What follows belongs to an exercise in optimizing a design on an open flow for small area; a production flow would make more cautious choices.
Where RTL was checked, it was by simulation tests only, not by an equivalence proof against the original.
Power and IR drop assume default switching activity. The flow treats the clock pin as an ideal source, which a real chip does not have.

==> 11-08 <==
==> flow/design.v <==
module Memory #(parameter Depth = 4,
                parameter Data_width = 32)
               ( input  wire clk,
                 input  wire rst,
                 input  wire EN,
                 input  wire wr_en,
                 input  wire rd_en,
                 input  wire [  Depth    - 1 : 0] add,
                 input  wire [Data_width - 1 : 0] Data_in,
                 output reg  valid_out,
                 output wire [Data_width - 1 : 0] Data_out
               );
localparam W = Data_width;
wire do_wr = EN & rd_en & ~wr_en;
wire do_rd = EN & wr_en & ~rd_en;
reg          phase;
reg  [W-1:0] st [0:15];
reg  [15:0]  written;
reg  [W-1:0] dq;
always @(posedge clk or negedge rst)
    if (~rst) phase <= 1'b0;
    else      phase <= ~phase;
wire [W-1:0] col = Data_in ^ {W{phase}};
wire [15:0] nsel;
wire [W-1:0] pr [0:7];
genvar r;
generate
    for (r = 0; r < 16; r = r + 1) begin : row
        wire         we  = do_wr & (add == r);
        wire         nwe = ~we;
        wire [W-1:0] nx;
        assign nsel[r] = ~(~do_wr & (add == r));
        oai22 #(W) u_nx (.a1(st[r]), .a2({W{we}}), .b1(col), .b2({W{nwe}}), .y(nx));
        always @(posedge clk)
            st[r] <= nx;
        always @(posedge clk or negedge rst)
            if (~rst)    written[r] <= 1'b0;
            else if (we) written[r] <= 1'b1;
    end
    for (r = 0; r < 8; r = r + 1) begin : rp
        oai22 #(W) u_rd (.a1(st[2*r]),   .a2({W{nsel[2*r]}}),
                         .b1(st[2*r+1]), .b2({W{nsel[2*r+1]}}), .y(pr[r]));
    end
endgenerate
wire [W-1:0] q0, q1, nq, dnx;
or4v   #(W) u_q0 (.a(pr[0]), .b(pr[1]), .c(pr[2]), .d(pr[3]), .y(q0));
or4v   #(W) u_q1 (.a(pr[4]), .b(pr[5]), .c(pr[6]), .d(pr[7]), .y(q1));
nor2v  #(W) u_nq (.a(q0), .b(q1), .y(nq));
oai21v #(W) u_dq (.a1(dq), .a2({W{~do_wr}}), .b(nq), .y(dnx));
always @(posedge clk)
    dq <= dnx;
assign Data_out = dq ^ {W{phase}};
always @(posedge clk)
    if (~do_wr)
        valid_out <= do_rd & written[add];
endmodule
module oai22 #(parameter W = 1)
             (input wire [W-1:0] a1, a2, b1, b2, output wire [W-1:0] y);
assign y = ~((a1 | a2) & (b1 | b2));
endmodule
module or4v #(parameter W = 1)
            (input wire [W-1:0] a, b, c, d, output wire [W-1:0] y);
assign y = a | b | c | d;
endmodule
module nor2v #(parameter W = 1)
             (input wire [W-1:0] a, b, output wire [W-1:0] y);
assign y = ~(a | b);
endmodule
module oai21v #(parameter W = 1)
              (input wire [W-1:0] a1, a2, b, output wire [W-1:0] y);
assign y = ~((a1 | a2) & b);
endmodule
==> flow/run.sh <==
#!/bin/bash
# synth_recipe.tcl (not shown) runs the flow's synth.tcl, then flattens the netlist and writes it again
# the make line also repeats each setting of config.mk as NAME=value (left out here)
make -C /OpenROAD-flow-scripts/flow DESIGN_CONFIG=/design/flow/config.mk WORK_HOME=/design/flow/orfs CLKGATE_MAP_FILE= SYNTH_SCRIPT=/design/flow/synth_recipe.tcl finish
==> flow/config.mk <==
export PLATFORM = sky130hd
export DESIGN_NAME = Memory
export DESIGN_NICKNAME = Memory
export VERILOG_FILES = /design/flow/design.v
export SDC_FILE = /design/flow/constraint.sdc
export NUM_CORES = 4
export LEC_CHECK = 0
export CAP_MARGIN = 0
export CORE_MARGIN = 2
export CORE_UTILIZATION = 70
export CTS_CLUSTER_DIAMETER = 100
export CTS_CLUSTER_SIZE = 30
export SLEW_MARGIN = 0
export SYNTH_HIERARCHICAL = 1
export SYNTH_MINIMUM_KEEP_SIZE = 0
==> flow/constraint.sdc <==
create_clock -name core_clock -period 5.0 [get_ports {clk}]
set_input_delay 1.0000 -clock core_clock [delete_from_list [all_inputs] [get_ports {clk}]]
set_output_delay 1.0000 -clock core_clock [all_outputs]
set_load 0.01 [all_outputs]
==> inputs of 06-22, as changes to 11-08 <==
==> flow/design.v (replaced) <==
module Memory #(parameter Depth = 4,
                parameter Data_width = 32)
               ( input  wire clk,
                 input  wire rst,
                 input  wire EN,
                 input  wire wr_en,
                 input  wire rd_en,
                 input  wire [  Depth    - 1 : 0] add,
                 input  wire [Data_width - 1 : 0] Data_in,
                 output reg  valid_out,
                 output reg  [Data_width - 1 : 0] Data_out
               );
wire do_wr = EN & rd_en & ~wr_en;
wire do_rd = EN & wr_en & ~rd_en;
reg                   phase;
reg  [Data_width-1:0] st [0:15];
reg  [15:0]           written;
wire [Data_width-1:0] col = Data_in ^ {Data_width{phase}};
always @(posedge clk or negedge rst)
    if (~rst) phase <= 1'b0;
    else      phase <= ~phase;
wire [15:0] nsel;
wire [Data_width-1:0] pair [0:7];
genvar r;
generate
    for (r = 0; r < 16; r = r + 1) begin : row
        wire we  = do_wr & (add == r);
        wire nwe = ~(we & rst);
        assign nsel[r] = ~(add == r);
        always @(posedge clk)
            st[r] <= ~((st[r] | {Data_width{we}}) & (col | {Data_width{nwe}}));
        always @(posedge clk or negedge rst)
            if (~rst)    written[r] <= 1'b0;
            else if (we) written[r] <= 1'b1;
    end
    for (r = 0; r < 8; r = r + 1) begin : rp
        assign pair[r] = ~((st[2*r]   | {Data_width{nsel[2*r]}}) &
                           (st[2*r+1] | {Data_width{nsel[2*r+1]}}));
    end
endgenerate
wire [Data_width-1:0] nst = pair[0] | pair[1] | pair[2] | pair[3] |
                              pair[4] | pair[5] | pair[6] | pair[7];
always @(posedge clk) begin
    if (~do_wr) begin
        valid_out <= do_rd & written[add];
        Data_out  <= ~nst ^ {Data_width{phase}};
    end
end
endmodule
Settings changed: CAP_MARGIN 0 to 20, CTS_BUF_LIST set to sky130_fd_sc_hd__clkbuf_4 sky130_fd_sc_hd__clkbuf_8, CTS_CLUSTER_DIAMETER 100 to unset, SLEW_MARGIN 0 to 20, SYNTH_HIERARCHICAL 1 to unset, SYNTH_MINIMUM_KEEP_SIZE 0 to unset.
==> inputs of 03-07, as changes to 11-08 <==
--- a/flow/design.v
+++ b/flow/design.v
@@ -23,6 +23,7 @@
 wire [W-1:0] col = Data_in ^ {W{phase}};
 wire [15:0] nsel;
 wire [W-1:0] pr [0:7];
+wire [7:0]   pw;
 genvar r;
 generate
     for (r = 0; r < 16; r = r + 1) begin : row
@@ -40,33 +41,30 @@
     for (r = 0; r < 8; r = r + 1) begin : rp
         oai22 #(W) u_rd (.a1(st[2*r]),   .a2({W{nsel[2*r]}}),
                          .b1(st[2*r+1]), .b2({W{nsel[2*r+1]}}), .y(pr[r]));
+        oai22 #(1) u_wr (.a1(written[2*r]),   .a2(nsel[2*r]),
+                         .b1(written[2*r+1]), .b2(nsel[2*r+1]), .y(pw[r]));
     end
 endgenerate
-wire [W-1:0] q0, q1, nq, dnx;
-or4v   #(W) u_q0 (.a(pr[0]), .b(pr[1]), .c(pr[2]), .d(pr[3]), .y(q0));
-or4v   #(W) u_q1 (.a(pr[4]), .b(pr[5]), .c(pr[6]), .d(pr[7]), .y(q1));
-nor2v  #(W) u_nq (.a(q0), .b(q1), .y(nq));
-oai21v #(W) u_dq (.a1(dq), .a2({W{~do_wr}}), .b(nq), .y(dnx));
+wire [W-1:0] n0, n1, dnx;
+nor4v   #(W) u_n0 (.a(pr[0]), .b(pr[1]), .c(pr[2]), .d(pr[3]), .y(n0));
+nor4v   #(W) u_n1 (.a(pr[4]), .b(pr[5]), .c(pr[6]), .d(pr[7]), .y(n1));
+oai211v #(W) u_dq (.a1(dq), .a2({W{~do_wr}}), .b(n0), .c(n1), .y(dnx));
 always @(posedge clk)
     dq <= dnx;
 assign Data_out = dq ^ {W{phase}};
 always @(posedge clk)
     if (~do_wr)
-        valid_out <= do_rd & written[add];
+        valid_out <= do_rd & ~|pw;
 endmodule
 module oai22 #(parameter W = 1)
              (input wire [W-1:0] a1, a2, b1, b2, output wire [W-1:0] y);
 assign y = ~((a1 | a2) & (b1 | b2));
 endmodule
-module or4v #(parameter W = 1)
-            (input wire [W-1:0] a, b, c, d, output wire [W-1:0] y);
-assign y = a | b | c | d;
+module nor4v #(parameter W = 1)
+             (input wire [W-1:0] a, b, c, d, output wire [W-1:0] y);
+assign y = ~(a | b | c | d);
 endmodule
-module nor2v #(parameter W = 1)
-             (input wire [W-1:0] a, b, output wire [W-1:0] y);
-assign y = ~(a | b);
+module oai211v #(parameter W = 1)
+               (input wire [W-1:0] a1, a2, b, c, output wire [W-1:0] y);
+assign y = ~((a1 | a2) & b & c);
 endmodule
-module oai21v #(parameter W = 1)
-              (input wire [W-1:0] a1, a2, b, output wire [W-1:0] y);
-assign y = ~((a1 | a2) & b);
-endmodule
==> flow/flow/run.sh (new file) <==
#!/bin/bash
# The standard ORFS layout with these changes:
#  - after the standard synthesis, the read-path NOR4 and OAI211 gates that
#    ABC mapped at drive strength 2 are set back to strength 1 (same
#    function; each drives a single gate input),
#  - ports are buffered with the smallest buffer,
#  - clock tree synthesis uses clkbuf_8 leaves and adds no dummy loads.
# The log of each standard.sh call is kept here; each ORFS step's full log
# stays under orfs/logs/.
set -euo pipefail
cd "$(dirname "$0")/.."
export BUFFER_PORTS_ARGS="-buffer_cell sky130_fd_sc_hd__buf_1"
export CTS_ARGS="-sink_clustering_enable -repair_clock_nets -dont_use_dummy_load -sink_clustering_size 18 -sink_clustering_max_diameter 100 -buf_list sky130_fd_sc_hd__clkbuf_8"
bash standard.sh synth > synth.log 2>&1
NET=orfs/results/sky130hd/Memory/base/1_2_yosys.v
cp "$NET" 1_2_yosys.standard.v
sed -i -e 's/sky130_fd_sc_hd__nor4_2 /sky130_fd_sc_hd__nor4_1 /' \
       -e 's/sky130_fd_sc_hd__o211ai_2 /sky130_fd_sc_hd__o211ai_1 /' "$NET"
rm -f orfs/results/sky130hd/Memory/base/1_synth.odb orfs/results/sky130hd/Memory/base/1_synth.sdc
bash standard.sh > layout.log 2>&1
==> flow/standard.sh (new file) <==
#!/bin/bash
# synth_recipe.tcl (not shown) runs the flow's synth.tcl, then flattens the netlist and writes it again
# the make line also repeats each setting of config.mk as NAME=value (left out here)
make -C /OpenROAD-flow-scripts/flow DESIGN_CONFIG=/design/flow/config.mk WORK_HOME=/design/flow/orfs CLKGATE_MAP_FILE= SYNTH_SCRIPT=/design/flow/synth_recipe.tcl "${@:-finish}"
Settings changed: CORE_UTILIZATION 70 to 50, CTS_CLUSTER_DIAMETER 100 to unset, CTS_CLUSTER_SIZE 30 to unset.
removed: flow/run.sh
==> inputs of 12-28, as changes to 11-08 <==
==> flow/flow/run.sh (new file) <==
#!/bin/bash
# The standard ORFS layout, with two changes passed to its make through the
# environment: ports are buffered with the smallest buffer, and clock tree
# synthesis adds no dummy loads. Each step's full log stays under orfs/logs/.
set -euo pipefail
cd "$(dirname "$0")/.."
export BUFFER_PORTS_ARGS="-buffer_cell sky130_fd_sc_hd__buf_1"
export CTS_ARGS="-sink_clustering_enable -repair_clock_nets -dont_use_dummy_load -sink_clustering_size 30 -sink_clustering_max_diameter 100 -buf_list {sky130_fd_sc_hd__clkbuf_8 sky130_fd_sc_hd__clkbuf_16}"
bash standard.sh > standard.log 2>&1
==> flow/standard.sh (new file) <==
#!/bin/bash
# synth_recipe.tcl (not shown) runs the flow's synth.tcl, then flattens the netlist and writes it again
# the make line also repeats each setting of config.mk as NAME=value (left out here)
make -C /OpenROAD-flow-scripts/flow DESIGN_CONFIG=/design/flow/config.mk WORK_HOME=/design/flow/orfs CLKGATE_MAP_FILE= SYNTH_SCRIPT=/design/flow/synth_recipe.tcl "${@:-finish}"
Settings changed: CORE_UTILIZATION 70 to 65, CTS_CLUSTER_DIAMETER 100 to unset, CTS_CLUSTER_SIZE 30 to unset, GPL_TIMING_DRIVEN set to 0.
removed: flow/run.sh
==> qor summary <==
metric                                                                                 11-08                          12-28                     06-22                     03-07
Vert. Die Dim                                                                       164.7 um                       170.8 um                  173.7 um                  194.3 um
Clock slew seen by the registers of the worst setup and hold paths                   0.11 ns                        0.10 ns                   0.06 ns                   0.10 ns
Critical path's most frequent cell                                                         -        sky130_fd_sc_hd__buf_16  sky130_fd_sc_hd__nand2_1                         -
Post-Synthesis Cell Area                                                       0.01809 sq mm                  0.01809 sq mm             0.02016 sq mm             0.01810 sq mm
Fraction of standard cell area that is sequential                                     55.69%                         56.30%                    50.40%                    56.80%
Syn avg cell area                                                                11.06 sq um                    11.06 sq um               10.96 sq um               11.28 sq um
ANT cells                                                                                  1                              0                         0                         0
Number of ordinary and repair buffers in the finished layout                             139                            107                       147                       159
Run status                                                           complete, no violations       finished with violations   complete, no violations   complete, no violations
Reasons for failing layout checks                                                          -  capacitance limit, slew limit                         -                         -
GR Util met2                                                                          70.10%                         67.75%                    65.27%                    54.76%
Max_cap viols                                                                              0                              2                         0                         0
Proportion of power drawn by combinational gates                                       13.0%                          12.2%                     12.3%                     12.1%
CP Max Fanout                                                                             51                             34                        21                        52
Post-detailed-placement cell area                                              0.01979 sq mm                  0.01942 sq mm             0.02117 sq mm             0.01946 sq mm
Post-DP HPWL                                                                        33.13 mm                       33.74 mm                  37.48 mm                  37.02 mm
Highest-delay cell along the critical path                          sky130_fd_sc_hd__dfrtp_4      sky130_fd_sc_hd__clkinv_1  sky130_fd_sc_hd__nand2_1  sky130_fd_sc_hd__dfrtp_4
Final clock period utilization by the worst path                                      74.69%                         90.56%                    65.54%                    69.61%
FF/Latch Area                                                                  0.01135 sq mm                  0.01135 sq mm             0.01167 sq mm             0.01135 sq mm
Function not checked in 06-22: the RTL went through the layout flow alone.

* * *

==> run a: inputs <==
RTL: one of the versions met above, not the one the previous note started from.
==> module Memory, before the edit <==
module Memory #(parameter Depth = 4,
                parameter Data_width = 32)
               ( input  wire clk,
                 input  wire rst,
                 input  wire EN,
                 input  wire wr_en,
                 input  wire rd_en,
                 input  wire [  Depth    - 1 : 0] add,
                 input  wire [Data_width - 1 : 0] Data_in,
                 output reg  valid_out,
                 output wire [Data_width - 1 : 0] Data_out
               );
localparam W = Data_width;
wire do_wr = EN & rd_en & ~wr_en;
wire do_rd = EN & wr_en & ~rd_en;
reg          phase;
reg  [W-1:0] st [0:15];
reg  [15:0]  written;
reg  [W-1:0] dq;
always @(posedge clk or negedge rst)
    if (~rst) phase <= 1'b0;
    else      phase <= ~phase;
wire [W-1:0] col = Data_in ^ {W{phase}};
wire [15:0] nsel;
wire [W-1:0] pr [0:7];
wire [7:0]   pw;
genvar r;
generate
    for (r = 0; r < 16; r = r + 1) begin : row
        wire         we  = do_wr & (add == r);
        wire         nwe = ~we;
        wire [W-1:0] nx;
        assign nsel[r] = ~(~do_wr & (add == r));
        oai22 #(W) u_nx (.a1(st[r]), .a2({W{we}}), .b1(col), .b2({W{nwe}}), .y(nx));
        always @(posedge clk)
            st[r] <= nx;
        always @(posedge clk or negedge rst)
            if (~rst)    written[r] <= 1'b0;
            else if (we) written[r] <= 1'b1;
    end
    for (r = 0; r < 8; r = r + 1) begin : rp
        oai22 #(W) u_rd (.a1(st[2*r]),   .a2({W{nsel[2*r]}}),
                         .b1(st[2*r+1]), .b2({W{nsel[2*r+1]}}), .y(pr[r]));
        oai22 #(1) u_wr (.a1(written[2*r]),   .a2(nsel[2*r]),
                         .b1(written[2*r+1]), .b2(nsel[2*r+1]), .y(pw[r]));
    end
endgenerate
wire [W-1:0] n0, n1, dnx;
nor4v   #(W) u_n0 (.a(pr[0]), .b(pr[1]), .c(pr[2]), .d(pr[3]), .y(n0));
nor4v   #(W) u_n1 (.a(pr[4]), .b(pr[5]), .c(pr[6]), .d(pr[7]), .y(n1));
oai211v #(W) u_dq (.a1(dq), .a2({W{~do_wr}}), .b(n0), .c(n1), .y(dnx));
always @(posedge clk)
    dq <= dnx;
assign Data_out = dq ^ {W{phase}};
always @(posedge clk)
    if (~do_wr)
        valid_out <= do_rd & ~|pw;
endmodule
==> module oai22, before the edit <==
module oai22 #(parameter W = 1)
             (input wire [W-1:0] a1, a2, b1, b2, output wire [W-1:0] y);
assign y = ~((a1 | a2) & (b1 | b2));
endmodule
==> module nor4v, before the edit <==
module nor4v #(parameter W = 1)
             (input wire [W-1:0] a, b, c, d, output wire [W-1:0] y);
assign y = ~(a | b | c | d);
endmodule
==> module oai211v, before the edit <==
module oai211v #(parameter W = 1)
               (input wire [W-1:0] a1, a2, b, c, output wire [W-1:0] y);
assign y = ~((a1 | a2) & b & c);
endmodule
==> flow/config.mk <==
export PLATFORM = sky130hd
export DESIGN_NAME = Memory
export DESIGN_NICKNAME = Memory
export VERILOG_FILES = /design/flow/design.v
export SDC_FILE = /design/flow/constraint.sdc
export NUM_CORES = 4
export LEC_CHECK = 0
export CAP_MARGIN = 0
export CORE_MARGIN = 2
export CORE_UTILIZATION = 62
export SLEW_MARGIN = 0
export SYNTH_HIERARCHICAL = 1
export SYNTH_MINIMUM_KEEP_SIZE = 0
==> flow/constraint.sdc <==
create_clock -name core_clock -period 5.0 [get_ports {clk}]
set_input_delay 1.0000 -clock core_clock [delete_from_list [all_inputs] [get_ports {clk}]]
set_output_delay 1.0000 -clock core_clock [all_outputs]
set_load 0.01 [all_outputs]
standard.sh (not shown) runs the stock make flow with config.mk's settings and CLKGATE_MAP_FILE= SYNTH_SCRIPT=/design/flow/synth_recipe.tcl, a recipe that flattens the netlist after the stock synthesis.
==> flow/flow/run.sh <==
#!/bin/bash
# The standard ORFS layout with these changes:
#  - after the standard synthesis, the read-path NOR4 and OAI211 gates that
#    ABC mapped at drive strength 2 are set back to strength 1 (same
#    function; each drives a single gate input),
#  - ports are buffered with the smallest buffer,
#  - clock tree synthesis uses clkbuf_8 leaves and adds no dummy loads.
# The log of each standard.sh call is kept here; each ORFS step's full log
# stays under orfs/logs/.
set -euo pipefail
cd "$(dirname "$0")/.."
export BUFFER_PORTS_ARGS="-buffer_cell sky130_fd_sc_hd__buf_1"
export CTS_ARGS="-sink_clustering_enable -repair_clock_nets -dont_use_dummy_load -sink_clustering_size 18 -sink_clustering_max_diameter 100 -buf_list sky130_fd_sc_hd__clkbuf_8"
bash standard.sh synth > synth.log 2>&1
NET=orfs/results/sky130hd/Memory/base/1_2_yosys.v
cp "$NET" 1_2_yosys.standard.v
sed -i -e 's/sky130_fd_sc_hd__nor4_2 /sky130_fd_sc_hd__nor4_1 /' \
       -e 's/sky130_fd_sc_hd__o211ai_2 /sky130_fd_sc_hd__o211ai_1 /' "$NET"
rm -f orfs/results/sky130hd/Memory/base/1_synth.odb orfs/results/sky130hd/Memory/base/1_synth.sdc
bash standard.sh > layout.log 2>&1
==> inputs of run b, as changes to run a <==
--- a/flow/design.v
+++ b/flow/design.v
@@ -35,7 +35,9 @@
         always @(posedge clk)
             st[r] <= nx;
+        wire         wnx;
+        or2v #(1) u_wn (.a(written[r]), .b(we), .y(wnx));
         always @(posedge clk or negedge rst)
-            if (~rst)    written[r] <= 1'b0;
-            else if (we) written[r] <= 1'b1;
+            if (~rst) written[r] <= 1'b0;
+            else      written[r] <= wnx;
     end
     for (r = 0; r < 8; r = r + 1) begin : rp
@@ -61,4 +63,8 @@
 assign y = ~((a1 | a2) & (b1 | b2));
 endmodule
+module or2v #(parameter W = 1)
+            (input wire [W-1:0] a, b, output wire [W-1:0] y);
+assign y = a | b;
+endmodule
 module nor4v #(parameter W = 1)
              (input wire [W-1:0] a, b, c, d, output wire [W-1:0] y);
--- a/flow/config.mk
+++ b/flow/config.mk
@@ -8,5 +8,6 @@
 export CAP_MARGIN = 0
 export CORE_MARGIN = 2
-export CORE_UTILIZATION = 62
+export CORE_UTILIZATION = 56
+export PLACE_DENSITY = 0.9
 export SLEW_MARGIN = 0
 export SYNTH_HIERARCHICAL = 1
==> inputs of run c, as changes to run a <==
==> flow/design.v, changed modules only <==
module Memory #(parameter Depth = 4,
                parameter Data_width = 32)
               ( input  wire clk,
                 input  wire rst,
                 input  wire EN,
                 input  wire wr_en,
                 input  wire rd_en,
                 input  wire [  Depth    - 1 : 0] add,
                 input  wire [Data_width - 1 : 0] Data_in,
                 output reg  valid_out,
                 output reg  [Data_width - 1 : 0] Data_out
               );
wire do_wr = EN & rd_en & ~wr_en;
wire do_rd = EN & wr_en & ~rd_en;
reg                   phase;
reg  [Data_width-1:0] st [0:15];
reg  [15:0]           written;
wire [Data_width-1:0] col = Data_in ^ {Data_width{phase}};
always @(posedge clk or negedge rst)
    if (~rst) phase <= 1'b0;
    else      phase <= ~phase;
wire [15:0] nsel;
wire [Data_width-1:0] pair [0:7];
genvar r;
generate
    for (r = 0; r < 16; r = r + 1) begin : row
        wire we  = do_wr & (add == r);
        wire nwe = ~(we & rst);
        assign nsel[r] = ~(add == r);
        always @(posedge clk)
            st[r] <= ~((st[r] | {Data_width{we}}) & (col | {Data_width{nwe}}));
        always @(posedge clk or negedge rst)
            if (~rst)    written[r] <= 1'b0;
            else if (we) written[r] <= 1'b1;
    end
    for (r = 0; r < 8; r = r + 1) begin : rp
        assign pair[r] = ~((st[2*r]   | {Data_width{nsel[2*r]}}) &
                           (st[2*r+1] | {Data_width{nsel[2*r+1]}}));
    end
endgenerate
wire [Data_width-1:0] nst = pair[0] | pair[1] | pair[2] | pair[3] |
                              pair[4] | pair[5] | pair[6] | pair[7];
always @(posedge clk) begin
    if (~do_wr) begin
        valid_out <= do_rd & written[add];
        Data_out  <= ~nst ^ {Data_width{phase}};
    end
end
endmodule
// module oai22 removed
// module nor4v removed
// module oai211v removed
==> flow/run.sh (new file) <==
#!/bin/bash
# synth_recipe.tcl (not shown) runs the flow's synth.tcl, then flattens the netlist and writes it again
# the make line also repeats each setting of config.mk as NAME=value (left out here)
make -C /OpenROAD-flow-scripts/flow DESIGN_CONFIG=/design/flow/config.mk WORK_HOME=/design/flow/orfs CLKGATE_MAP_FILE= SYNTH_SCRIPT=/design/flow/synth_recipe.tcl finish
==> flow/config.mk (replaced) <==
export PLATFORM = sky130hd
export DESIGN_NAME = Memory
export DESIGN_NICKNAME = Memory
export VERILOG_FILES = /design/flow/design.v
export SDC_FILE = /design/flow/constraint.sdc
export NUM_CORES = 4
export LEC_CHECK = 0
export CAP_MARGIN = 20
export CORE_MARGIN = 2
export CORE_UTILIZATION = 40
export SLEW_MARGIN = 20
removed: flow/flow/run.sh
removed: flow/standard.sh
==> comparison <==
Run a passed the timing, DRC and antenna checks. Run b finished but failed the layout checks on max-capacitance violations, max-slew violations. Run c finished clean.
Final cell count: run a is lower than run b (0.60%).
Between run a and run c, the lower critical path depth is in run a (gap 4).
Sequential share of layout area: run c < run a < run b.
Of run a and run b, run b has the higher sequential power (gap about 0.9%, measured against run b).
Wire length, lowest first: run a, run b, run c.
Between run b and run c, the lower core utilization is in run c (gap 15 points).
Between run a and run c, the lower combinational power is in run a (gap about 20%, measured against run c).
Non-clock buffer count: run c > run a > run b.
Hold slack, highest first: run b, run a, run c.
Function not checked in run c: the RTL went through the layout flow alone.

-- what the ideal ports hide --
The results above use ideal ports. As a check the final layouts listed here were re-extracted and re-timed, cells and wires unchanged. Step 1: set_driving_cell puts a clkbuf_16 on clk and a buf_2 on each other input, an assumption about the parent block. Step 2 times the ports against the registers' clock, not the clock port: input delays grow and output delays shrink by t, the midpoint of the rising clock arrivals with the driver on. Three values: no drivers, after step 1, after step 2; two values: the first two.
run	t (ns)	setup slack, ns	clock arrival spread, ns
11-08	0.614	1.266 / 1.212 / 0.873	0.021 / 0.020
06-22	0.661	1.723 / 1.750 / 1.088	0.031 / 0.031
03-07	0.600	1.520 / 1.470 / 1.186	0.089 / 0.088
12-28	0.595	0.472 / 0.498 / -0.097	0.030 / 0.031
run a	0.613	1.561 / 1.511 / 1.256	0.064 / 0.064
run b	0.609	1.590 / 1.541 / 1.155	0.060 / 0.060
run c	0.667	1.694 / 1.710 / 1.043	0.018 / 0.018
The setup slack of run c, which loses most, moves by +0.016 ns with the drivers and by -0.651 ns with both steps.
